Background: an optimization exercise with open tools, aiming at small area and a short achievable clock period. Do not read the settings as production practice.
RTL that was checked went through simulation tests only; none was proved equivalent to the original.

== v56 ==
## Filter
module Filter(clk, rst, in, out);
	input clk, rst;
	input signed [31:0] in;
	output wire signed [31:0] out;
	reg [31:0] v, w1, S;
	wire n_1;
	assign n_1 = 1'b0 ^ v[12];
	wire n_2;
	assign n_2 = 1'b0 | v[12];
	wire n_3;
	assign n_3 = v[13] ^ v[9];
	wire n_4;
	assign n_4 = v[13] | v[9];
	wire n_5;
	assign n_5 = v[14] ^ v[10];
	wire n_6;
	assign n_6 = v[14] | v[10];
	wire n_7;
	assign n_7 = v[15] ^ v[11];
	wire n_8;
	assign n_8 = v[15] | v[11];
	wire n_9;
	assign n_9 = v[16] ^ v[12];
	wire n_10;
	assign n_10 = v[16] | v[12];
	wire n_11;
	assign n_11 = v[17] ^ v[13];
	wire n_12;
	assign n_12 = v[17] | v[13];
	wire n_13;
	assign n_13 = v[18] ^ v[14];
	wire n_14;
	assign n_14 = v[18] | v[14];
	wire n_15;
	assign n_15 = v[19] ^ v[15];
	wire n_16;
	assign n_16 = v[19] | v[15];
	wire n_17;
	assign n_17 = v[20] ^ v[16];
	wire n_18;
	assign n_18 = v[20] | v[16];
	wire n_19;
	assign n_19 = v[21] ^ v[17];
	wire n_20;
	assign n_20 = v[21] | v[17];
	wire n_21;
	assign n_21 = v[22] ^ v[18];
	wire n_22;
	assign n_22 = v[22] | v[18];
	wire n_23;
	assign n_23 = v[23] ^ v[19];
	wire n_24;
	assign n_24 = v[23] | v[19];
	wire n_25;
	assign n_25 = v[24] ^ v[20];
	wire n_26;
	assign n_26 = v[24] | v[20];
	wire n_27;
	assign n_27 = 1'b0 ^ v[31] ^ v[25];
	wire n_28;
	assign n_28 = (1'b0 & v[31]) | (1'b0 & v[25]) | (v[31] & v[25]);
	wire n_29;
	assign n_29 = 1'b0 ^ v[26];
	wire n_30;
	assign n_30 = 1'b0 | v[26];
	wire n_31;
	assign n_31 = 1'b0 ^ v[27];
	wire n_32;
	assign n_32 = 1'b0 | v[27];
	wire n_33;
	assign n_33 = 1'b0 ^ v[28];
	wire n_34;
	assign n_34 = 1'b0 | v[28];
	wire n_35;
	assign n_35 = 1'b0 ^ v[29];
	wire n_36;
	assign n_36 = 1'b0 | v[29];
	wire n_37;
	assign n_37 = 1'b0 ^ v[30];
	wire n_38;
	assign n_38 = 1'b0 | v[30];
	wire n_39;
  ...
Size: about 96 flip-flops, roughly 26000 um^2 of cells after synthesis.
==> flow/config.mk <==
export PLATFORM = sky130hd
export DESIGN_NAME = Filter
export DESIGN_NICKNAME = Filter
export VERILOG_FILES = /design/flow/design.v
export SDC_FILE = /design/flow/constraint.sdc
export NUM_CORES = 4
export LEC_CHECK = 0
export ABC_AREA = 1
export CAP_MARGIN = 20
export CORE_MARGIN = 2
export CORE_UTILIZATION = 40
export SETUP_SLACK_MARGIN = 5
export SLEW_MARGIN = 20
export SYNTH_HIERARCHICAL = 1
==> flow/constraint.sdc <==
create_clock -name core_clock -period 14.0 [get_ports {clk}]
set_input_delay 2.8000 -clock core_clock [delete_from_list [all_inputs] [get_ports {clk}]]
set_output_delay 2.8000 -clock core_clock [all_outputs]
set_load 0.01 [all_outputs]
run.sh (not shown) runs the stock make flow with config.mk's settings and CLKGATE_MAP_FILE= SYNTH_SCRIPT=/design/flow/synth_recipe.tcl, a recipe that flattens the netlist after the stock synthesis.
v56 completed; timing, DRC and antenna clean
The inputs of v25 differ from those of v56 as listed below.
- swapping 5 for 3 in SETUP_SLACK_MARGIN
- clearing ABC_AREA, which used to be 1
v25: utilization after layout lower than v56. NOTE wire length v56->v25 decreased by more than a quarter. v56 ended up with v[15] as its launching element of the worst setup path; v25 ended up with v[25]. Instance count on the critical path is lower on v56. Sort v25 and v56 by pin slew with the least headroom to its limit, ascending, and v25 comes first. Area enclosed by the die boundary went down by more than 10% going from v56 to v25. [compare] base=v56 new=v25: share of synthesized flip-flops with an asynchronous set or reset roughly the same, sequential fraction of total cell area now sits higher, adder-cell share of the synthesized area now sits higher, global-route wire length before repair dropped 40 mm. Sort v25 and v56 by smallest hold slack, descending, and v25 comes first.
Modified inputs, v40 compared to v25
- changing SETUP_SLACK_MARGIN from 3 to 5
Results
Diff v25 -> v40: half-perimeter wire length after placement decreased by 530 um relative to the old numbers; combined area of the multi-input logic cells climbed 3.4%; post-layout minimum cycle time now sits lower; maximum clock frequency +14%. Between v25 and v40, worst-case hold slack is higher for v25, v40 comes in under that. Between v25 and v40, the detailed-routed wire length on met3 is lower for v25. In v40 the utilization turned out 2.5 points higher than in v25.

========
## north
Another version of the RTL of Filter (not shown whole).
Size: ~1,700 cells after synthesis, ~96 flip-flops, roughly 66 I/O pins, ~21,000 um^2 of cells after synthesis.
clock: 14.0 ns
lec_check: 0
cap_margin: 20
core_margin: 2
core_utilization: 40
setup_slack_margin: 5
slew_margin: 20
synth_hierarchical: 1
standard.sh (not shown) runs the stock make flow with config.mk's settings and CLKGATE_MAP_FILE= SYNTH_SCRIPT=/design/flow/synth_recipe.tcl, a recipe that flattens the netlist after the stock synthesis.
==> flow/flow/run.sh <==
#!/bin/bash
set -euo pipefail
bash standard.sh "BUFFER_PORTS_ARGS=-buffer_cell sky130_fd_sc_hd__buf_2" RECOVER_POWER=20 finish > standard_flow.log 2>&1
[north] flow finished | final checks: failed | reasons: max-capacitance violations, max-slew violations
Edits applied to the flow inputs when going from north to south:
==> flow/run.sh (new file) <==
#!/bin/bash
# synth_recipe.tcl (not shown) runs the flow's synth.tcl, then flattens the netlist and writes it again
# the make line also repeats each setting of config.mk as NAME=value (left out here)
make -C /OpenROAD-flow-scripts/flow DESIGN_CONFIG=/design/flow/config.mk WORK_HOME=/design/flow/orfs CLKGATE_MAP_FILE= SYNTH_SCRIPT=/design/flow/synth_recipe.tcl finish
removed: flow/flow/run.sh
removed: flow/standard.sh
## What came out
Against north, the final cell area of south is higher.
Sort north and south by measured slew at the worst slew-check pin, descending, and north comes first.
The final layout from south, which completed every stage, passed the timing, DRC and antenna checks at the end of the flow.
Comparing south with north, the wire length on met1 came out essentially unchanged.
Setup changes, south to east
==> flow/flow/run.sh (new file) <==
#!/bin/bash
set -euo pipefail
bash standard.sh "BUFFER_PORTS_ARGS=-buffer_cell sky130_fd_sc_hd__buf_2" RECOVER_POWER=60 finish > standard_flow.log 2>&1
==> flow/standard.sh (new file) <==
#!/bin/bash
# synth_recipe.tcl (not shown) runs the flow's synth.tcl, then flattens the netlist and writes it again
# the make line also repeats each setting of config.mk as NAME=value (left out here)
make -C /OpenROAD-flow-scripts/flow DESIGN_CONFIG=/design/flow/config.mk WORK_HOME=/design/flow/orfs CLKGATE_MAP_FILE= SYNTH_SCRIPT=/design/flow/synth_recipe.tcl "${@:-finish}"
removed: flow/run.sh
--- outcome ---
The core of east is less densely filled than that of south. Changes observed in east relative to south: minimum setup slack in the final design went down by 0.98 ns; fraction of standard cell area in multi-input logic went up by 1.4 points; critical path depth went up by 16. For east, the capturing element of the worst setup path was v[25], unlike south, where it was out[30]. Taking south as the reference, in east wire length shrank by about 0.65%; number of clock-tree buffers in the layout grew by 1; layout overhead on the synthesized area shrank by 2.9 points. [flow] east | stages: complete | final checks: fail | reason: max-capacitance violations, max-slew violations.
Inputs modified between east and west:
==> flow/flow/run.sh <==
#!/bin/bash
# The standard layout (the standard.sh), with the port buffers that every
# input and output gets made from buf_2 cells instead of the flow's own pick.
set -euo pipefail
bash standard.sh "BUFFER_PORTS_ARGS=-buffer_cell sky130_fd_sc_hd__buf_2" finish > standard_flow.log 2>&1
[summary]
west did not stop at any stage, and its layout met the timing, DRC and antenna checks.
Compared with east, west shows total length of routed met2 wires that has gone down slightly.
Re met3 routed wirelength: east was higher than west.
Delta (west minus east): setup slack picked up an extra 0.96 ns; design area picked up an extra about 0.7%; maximum single-stage delay on the critical path lost 0.12 ns.
Area growth from synthesis to final layout for west is higher than for east.

========
== the baseline ==
Filter, a different RTL version from the one above (not shown whole).
Size: about 2500 cells after synthesis, ~96 flip-flops, ~66 I/O pins, roughly 0.024 sq mm of cells after synthesis.
==> flow/config.mk <==
export PLATFORM = sky130hd
export DESIGN_NAME = Filter
export DESIGN_NICKNAME = Filter
export VERILOG_FILES = /design/flow/design.v
export SDC_FILE = /design/flow/constraint.sdc
export NUM_CORES = 4
export LEC_CHECK = 0
export CAP_MARGIN = 20
export CORE_MARGIN = 2
export CORE_UTILIZATION = 40
export SETUP_SLACK_MARGIN = 5
export SLEW_MARGIN = 20
==> flow/constraint.sdc <==
create_clock -name core_clock -period 14.0 [get_ports {clk}]
set_input_delay 2.8000 -clock core_clock [delete_from_list [all_inputs] [get_ports {clk}]]
set_output_delay 2.8000 -clock core_clock [all_outputs]
set_load 0.01 [all_outputs]
run.sh (not shown) runs the stock make flow with config.mk's settings and CLKGATE_MAP_FILE= SYNTH_SCRIPT=/design/flow/synth_recipe.tcl, a recipe that flattens the netlist after the stock synthesis.
Stock flow here: none of the scripts above is used.
The baseline ran to completion and came out clean on the timing, DRC and antenna checks.
Input changes introduced in the candidate (baseline for comparison: the baseline):
- an added ABC_CLOCK_PERIOD_IN_PS of 7000
--- outcome ---
From the baseline to the candidate, wire length did not move at all. There was hardly any difference in final clock skew between the candidate and the baseline. Reported for the baseline and the candidate, number of H-tree branching levels turned out identical to the last digit.
No run of this note included a check of the RTL's function; only the layout flow was run.

========
== try-garnet ==
Another version of the RTL of Filter (not shown whole).
For scale: about 1900 cells after synthesis, about 96 flip-flops.
clock: 14.0 ns
lec_check: 0
cap_margin: 20
core_margin: 2
core_utilization: 40
setup_slack_margin: 5
slew_margin: 20
synth_hierarchical: 1
## Diff of input files: try-fjord against try-garnet
- SETUP_SLACK_MARGIN no longer set, was 5
==> flow/flow/run.sh (new file) <==
#!/bin/bash
set -euo pipefail
bash standard.sh SETUP_SLACK_MARGIN=6 finish > standard_flow.log 2>&1
==> flow/standard.sh (new file) <==
#!/bin/bash
# synth_recipe.tcl (not shown) runs the flow's synth.tcl, then flattens the netlist and writes it again
# the make line also repeats each setting of config.mk as NAME=value (left out here)
make -C /OpenROAD-flow-scripts/flow DESIGN_CONFIG=/design/flow/config.mk WORK_HOME=/design/flow/orfs CLKGATE_MAP_FILE= SYNTH_SCRIPT=/design/flow/synth_recipe.tcl "${@:-finish}"
removed: flow/run.sh
Results
try-garnet → try-fjord: register-to-register slack now larger; clock buffer count now larger; fmax now larger.
For try-sierra, these inputs were changed with respect to try-fjord:
- an added SETUP_SLACK_MARGIN of 4.5
==> flow/run.sh (new file) <==
#!/bin/bash
# synth_recipe.tcl (not shown) runs the flow's synth.tcl, then flattens the netlist and writes it again
# the make line also repeats each setting of config.mk as NAME=value (left out here)
make -C /OpenROAD-flow-scripts/flow DESIGN_CONFIG=/design/flow/config.mk WORK_HOME=/design/flow/orfs CLKGATE_MAP_FILE= SYNTH_SCRIPT=/design/flow/synth_recipe.tcl finish
removed: flow/flow/run.sh
removed: flow/standard.sh
==> run summary <==
- Critical path depth, try-fjord and try-sierra, lower one = try-sierra.
- For try-fjord, the launch point of the critical path was v[9], unlike try-sierra, where it was v[14].
- try-sierra vs. try-fjord: clock tree cell share of total cell area went up by 0.22 points.
- Higher worst setup margin among try-fjord and try-sierra: try-fjord
- try-sierra: flow completed, timing, DRC and antenna clean
Modified inputs, try-delta compared to try-sierra
- setting PLACE_DENSITY to 0.8 for the first time
- changing SETUP_SLACK_MARGIN from 4.5 to 5
## What came out
Lower worst setup slack was reported by try-sierra, not try-delta. Looking at register area across try-sierra and try-delta, the one that comes out lower is try-sierra. Clock latency of the later-clocked register in the worst-skew pair: try-sierra vs try-delta, no meaningful difference.

========
Another version of the RTL of Filter (not shown whole).
For scale: roughly 1800 cells after synthesis, roughly 96 flip-flops, about 66 I/O pins, ~21000 um2 of cells after synthesis.
make LEC_CHECK=0 CAP_MARGIN=20 CORE_MARGIN=2 CORE_UTILIZATION=40 SETUP_SLACK_MARGIN=5 SLEW_MARGIN=20 SYNTH_HIERARCHICAL=1 finish   # period 14.0 ns
Stock flow here: none of the scripts above is used.
Then changed:
CAP_MARGIN = 0   (was 20)
SLEW_MARGIN = 0   (was 20)
The new run went through all stages and came out clean.
Global-route usage stays the same.
Setup slack is better by 4.4 ps.
Cell area hardly moves.
Non-clock buffer count does not change.
Die area does not change.
Maximum frequency is about the same.
First-iteration DRC count hardly moves.
Wire length stays flat.

========
Filter, a different RTL version from the one above (not shown whole).
For scale: about 66 I/O pins, about 22000 um^2 of cells after synthesis.
make LEC_CHECK=0 CAP_MARGIN=20 CORE_MARGIN=2 CORE_UTILIZATION=40 SETUP_SLACK_MARGIN=5 SLEW_MARGIN=20 SYNTH_HIERARCHICAL=1 finish   # period 14.0 ns
Then changed:
==> flow/flow/run.sh (new file) <==
#!/bin/bash
set -euo pipefail
bash standard.sh SETUP_SLACK_MARGIN=7 finish > standard_flow.log 2>&1
==> flow/standard.sh (new file) <==
#!/bin/bash
# synth_recipe.tcl (not shown) runs the flow's synth.tcl, then flattens the netlist and writes it again
# the make line also repeats each setting of config.mk as NAME=value (left out here)
make -C /OpenROAD-flow-scripts/flow DESIGN_CONFIG=/design/flow/config.mk WORK_HOME=/design/flow/orfs CLKGATE_MAP_FILE= SYNTH_SCRIPT=/design/flow/synth_recipe.tcl "${@:-finish}"
- SETUP_SLACK_MARGIN: 5 -> default
removed: flow/run.sh
Final area rose by roughly a tenth.
Synthesized area stays the same.
Wire length rose by a few percent.
Register-to-register slack gets worse by 0.17 ns.
Die area does not change.
Utilization grows by 5.0 points.
Clock-buffer cell count came out higher by 1.
Via count increases by a few percent.
Worst setup slack degrades by 0.12 ns.
Function was not checked in any run of this note: the RTL went through the layout flow alone.

========
== PW ==
Another version of the RTL of Filter (not shown whole).
For scale: roughly 1,800 cells after synthesis, roughly 96 flip-flops, about 22,000 µm² of cells after synthesis.
Settings: LEC_CHECK=0, CAP_MARGIN=20, CORE_MARGIN=2, CORE_UTILIZATION=40, SETUP_SLACK_MARGIN=5, SLEW_MARGIN=20, SYNTH_HIERARCHICAL=1; clock period 14.0 ns.
Stock flow here: none of the scripts above is used.
PW ended with every stage complete and zero timing, DRC or antenna violations.
diff inputs: PW => MS
- CORE_UTILIZATION changed from 40 to 55
## What came out
PW: done, clean on timing, DRC and antenna
MS did not stop at any stage, and its layout met the timing, DRC and antenna checks.
Measured against each other, PW and MS differ in utilization of the core after routing, the higher figure coming from MS.
Looking at well-tap cell count, MS sits 178 lower than PW does.
Measured against each other, PW and MS differ in worst endpoint data arrival time, the lower figure coming from MS.
Measured against each other, PW and MS differ in final non-filler cell area, the lower figure coming from MS.
Minimum clock period after layout (higher): MS
Diff PW -> MS: all-layer global routing usage higher, number of ordinary inverters in the final layout roughly the same, count of clock-buffer cells in the layout fell by 1, total of cells resized after clock tree synthesis now smaller.
When the final numbers for PW and MS were put side by side, the setup slack turned out to be greater in PW.

========
Another version of the RTL of Filter (not shown whole).
Size in the first run: roughly 2600 cells after synthesis, about 66 I/O pins, about 25000 sq um of cells after synthesis.
export LEC_CHECK = 0
export CAP_MARGIN = 20
export CORE_MARGIN = 2
export CORE_UTILIZATION = 40
export SETUP_SLACK_MARGIN = 5
export SLEW_MARGIN = 20
create_clock -name core_clock -period 14.0 [get_ports {clk}]
The first run went through all stages and came out clean.
Rerun with:
- SETUP_SLACK_MARGIN: 5 -> unset
=>
- global-route usage goes down by 1.0 points
- utilization goes down by 5.2 points
- non-clock buffer count goes down by 162
- worst setup slack is worse by 2.1 ns
- area after synthesis is unchanged
- clock-buffer cell count does not change
- register-to-register slack is worse by 2.1 ns
- synthesized cell count does not change
- final area goes down by roughly a tenth
No functional check of the RTL was part of any run of this note.

port drivers added, routing unchanged:
The results above use ideal ports. As a check the final layouts listed here were re-extracted and re-timed, cells and wires unchanged.
Step 1 (the two cells are an assumption about what drives the block):
set clk [get_ports {clk}]
set_driving_cell -lib_cell sky130_fd_sc_hd__clkbuf_16 $clk
set_driving_cell -lib_cell sky130_fd_sc_hd__buf_2 [delete_from_list [all_inputs] $clk]
Step 2 times the ports against the registers' clock, not the clock port: input delays grow and output delays shrink by t, the midpoint of the rising clock arrivals with the driver on.
Slacks: ideal / step 1 / step 2; pairs: ideal / step 1.
run	shift t [ns]	slack for setup (ns)	hold slack, ns	clock arrival spread, ns
v56	0.432	5.242 / 5.189 / 5.315	1.173 / 1.173 / 1.173	0.009 / 0.009
v25	0.425	3.655 / 3.655 / 3.655	1.291 / 1.291 / 1.291	0.020 / 0.021
v40	0.438	4.959 / 4.959 / 4.959	1.253 / 1.253 / 1.253	0.019 / 0.019
north	0.436	5.209 / 5.209 / 5.209	1.343 / 1.343 / 1.343	0.010 / 0.009
south	0.448	5.232 / 5.177 / 5.238	1.260 / 1.260 / 1.260	0.013 / 0.013
east	0.436	4.250 / 4.250 / 4.250	1.322 / 1.322 / 1.322	0.011 / 0.011
west	0.437	5.210 / 5.210 / 5.210	1.343 / 1.343 / 1.343	0.009 / 0.010
the baseline	0.458	4.889 / 4.889 / 4.889	1.087 / 1.087 / 1.087	0.014 / 0.014
the candidate	0.458	4.889 / 4.889 / 4.889	1.087 / 1.087 / 1.087	0.014 / 0.014
try-garnet	0.447	5.156 / 5.156 / 5.156	1.168 / 1.168 / 1.168	0.013 / 0.013
try-fjord	0.437	5.354 / 5.354 / 5.354	1.284 / 1.284 / 1.284	0.013 / 0.012
try-sierra	0.445	4.793 / 4.739 / 4.812	1.270 / 1.270 / 1.270	0.019 / 0.019
try-delta	0.433	5.167 / 5.115 / 5.192	1.317 / 1.317 / 1.317	0.012 / 0.012
the first run of note 5	0.436	5.110 / 5.061 / 5.110	1.142 / 1.142 / 1.142	0.012 / 0.012
the second run of note 5	0.436	5.114 / 5.061 / 5.115	1.142 / 1.142 / 1.142	0.012 / 0.012
the first run of note 6	0.436	5.120 / 5.067 / 5.171	1.235 / 1.235 / 1.235	0.013 / 0.014
the second run of note 6	0.452	4.995 / 4.995 / 4.995	1.182 / 1.182 / 1.182	0.018 / 0.018
PW	0.449	5.255 / 5.248 / 5.255	1.231 / 1.231 / 1.231	0.015 / 0.015
MS	0.431	5.222 / 5.222 / 5.222	1.221 / 1.221 / 1.221	0.014 / 0.014
the first run of note 8	0.452	4.789 / 4.789 / 4.789	1.341 / 1.341 / 1.341	0.022 / 0.022
the second run of note 8	0.448	2.672 / 2.672 / 2.672	1.434 / 1.434 / 1.434	0.023 / 0.022
